What follows belongs to an exercise in optimizing a design on an open flow for small area, a short achievable clock period and few clock cycles per item; a production flow would make more cautious choices.
The RTL was checked by simulation tests, not by an equivalence proof against the original design.
The clock port is modelled as an ideal driver, which makes a skipped or thinned clock tree look cheaper than it is; a real chip needs a root buffer or a tree.
Power figures rest on the tool's default switching activity, not on a simulated workload.

v21:
Design MIPS, start of the top module:
module MIPS(clk, reset, imem_addr, imem_rdata, rf_we, rf_waddr, rf_wdata);
==> flow/config.mk <==
export PLATFORM = sky130hd
export DESIGN_NAME = MIPS
export DESIGN_NICKNAME = MIPS
export VERILOG_FILES = /design/flow/design.v
export SDC_FILE = /design/flow/constraint.sdc
export NUM_CORES = 4
export LEC_CHECK = 0
export CAP_MARGIN = 20
export CORE_MARGIN = 2
export CORE_UTILIZATION = 40
export PLACE_DENSITY = 0.6
export SLEW_MARGIN = 20
==> flow/constraint.sdc <==
create_clock -name core_clock -period 10.0 [get_ports {clk}]
set_input_delay 2.0000 -clock core_clock [delete_from_list [all_inputs] [get_ports {clk}]]
set_output_delay 2.0000 -clock core_clock [all_outputs]
set_load 0.01 [all_outputs]
standard.sh (not shown) runs the stock make flow with config.mk's settings and CLKGATE_MAP_FILE= SYNTH_SCRIPT=/design/flow/synth_recipe.tcl, a recipe that flattens the netlist after the stock synthesis.
==> flow/flow/run.sh <==
#!/bin/bash
# Own layout flow: the standard synthesis unchanged, then the standard ORFS
# steps with a tighter repair target (setup margin), port buffers from buf_2
# (repair may resize them), and a clock tree with larger sink clusters and no
# dummy loads, whose root buffer is removed (post_cts.tcl) before the CTS-stage
# timing repair. Each step's full output goes to a log file in this folder.
set -euo pipefail
HERE=$(pwd)
bash standard.sh synth > run_synth.log 2>&1
POST_CTS_TCL=$HERE/flow/post_cts.tcl bash standard.sh \
  SETUP_SLACK_MARGIN=7.2 \
  SKIP_CTS_REPAIR_TIMING=1 \
  "BUFFER_PORTS_ARGS=-buffer_cell sky130_fd_sc_hd__buf_2" \
  "CTS_ARGS=-sink_clustering_enable -repair_clock_nets -dont_use_dummy_load -sink_clustering_size 26 -sink_clustering_max_diameter 90" \
  finish > run_layout.log 2>&1
==> flow/flow/post_cts.tcl <==
set block [ord::get_db_block]
set clkport [get_full_name [lindex [get_property [lindex [all_clocks] 0] sources] 0]]
set clknet [[$block findBTerm $clkport] getNet]
set iterms [$clknet getITerms]
if { [llength $iterms] == 1 } {
  set root [[lindex $iterms 0] getInst]
  set rootout [$root findITerm X]
  if { $rootout != "NULL" && [string match "*clkbuf*" [[$root getMaster] getName]] } {
    set onet [$rootout getNet]
    set loads {}
    foreach it [$onet getITerms] {
      if { [$it isInputSignal] } { lappend loads $it }
    }
    if { [llength $loads] <= 4 && [llength [$onet getBTerms]] == 0 } {
      foreach it $loads {
        $it disconnect
        $it connect $clknet
      }
      puts "post_cts: removed clock root buffer [$root getName]; clock port drives [llength $loads] buffers"
      odb::dbInst_destroy $root
      odb::dbNet_destroy $onet
    }
  }
}
estimate_parasitics -placement
repair_timing_helper
detailed_placement
check_placement -verbose
v21 went all the way through the flow, and no timing, DRC or antenna check failed.
Testbench counts of v21, summed over its fixed seeds: cycles 3,232, instrs 3,200.
### v21 -> v25
-- flow/flow/run.sh --
<<< v21, line 9
bash standard.sh synth > run_synth.log 2>&1
POST_CTS_TCL=$HERE/flow/post_cts.tcl bash standard.sh \
  SETUP_SLACK_MARGIN=7.2 \
  SKIP_CTS_REPAIR_TIMING=1 \
  "BUFFER_PORTS_ARGS=-buffer_cell sky130_fd_sc_hd__buf_2" \
>>> v25, line 9
bash standard.sh synth > run_synth.log 2>&1
POST_CTS_TCL=$HERE/flow/post_cts.tcl bash standard.sh \
  SETUP_SLACK_MARGIN=7.0 \
  SKIP_CTS_REPAIR_TIMING=1 \
  "BUFFER_PORTS_ARGS=-buffer_cell sky130_fd_sc_hd__buf_2" \
==> notes.md <==
The wire length on met3 number comes out lower for v25 vs v21. Compared with v21, v25 shows a count of buffer and inverter cells on the critical path that is 1 higher. Relative to v21, layout buffering overhead excluding clock cells has gone down in v25. Diff v21 -> v25: post-CTS clock slew at the launch and capture registers of the worst setup and hold paths flat; antenna diode count up 11%; via count of the first global-routing pass down about 0.7%; sum of routed wire length over all layers down about 0.9%. v25 completed; timing, DRC and antenna clean. v21 and v25 ended up with nearly the same power attributed to the clock group.

==> port drivers added, routing unchanged <==
No port has a modelled driver above. Below, the same layouts with a new extraction and two added sets of constraints.
Step 1: set_driving_cell puts a clkbuf_16 on clk and a buf_2 on each other input, an assumption about the parent block.
Step 2 also shifts input and output timing later by t, the mid clock arrival at the registers, as if the neighbouring blocks saw the same clock.
a / b / c = ideal ports / drivers / drivers and shift; a / b = the first two.
run | t, ns | setup WS [ns] | latest minus earliest clock arrival (ns) | pins driven straight from the clock port
v21 | 0.662 | 6.900 / 6.819 / 6.591 | 0.122 / 0.121 | 4
v25 | 0.680 | 6.795 / 6.787 / 6.483 | 0.148 / 0.148 | 4
After both steps every run listed still meets setup and hold. For v25, which loses most, drivers alone change the setup slack by -0.008 ns; drivers and shift together by -0.312 ns.
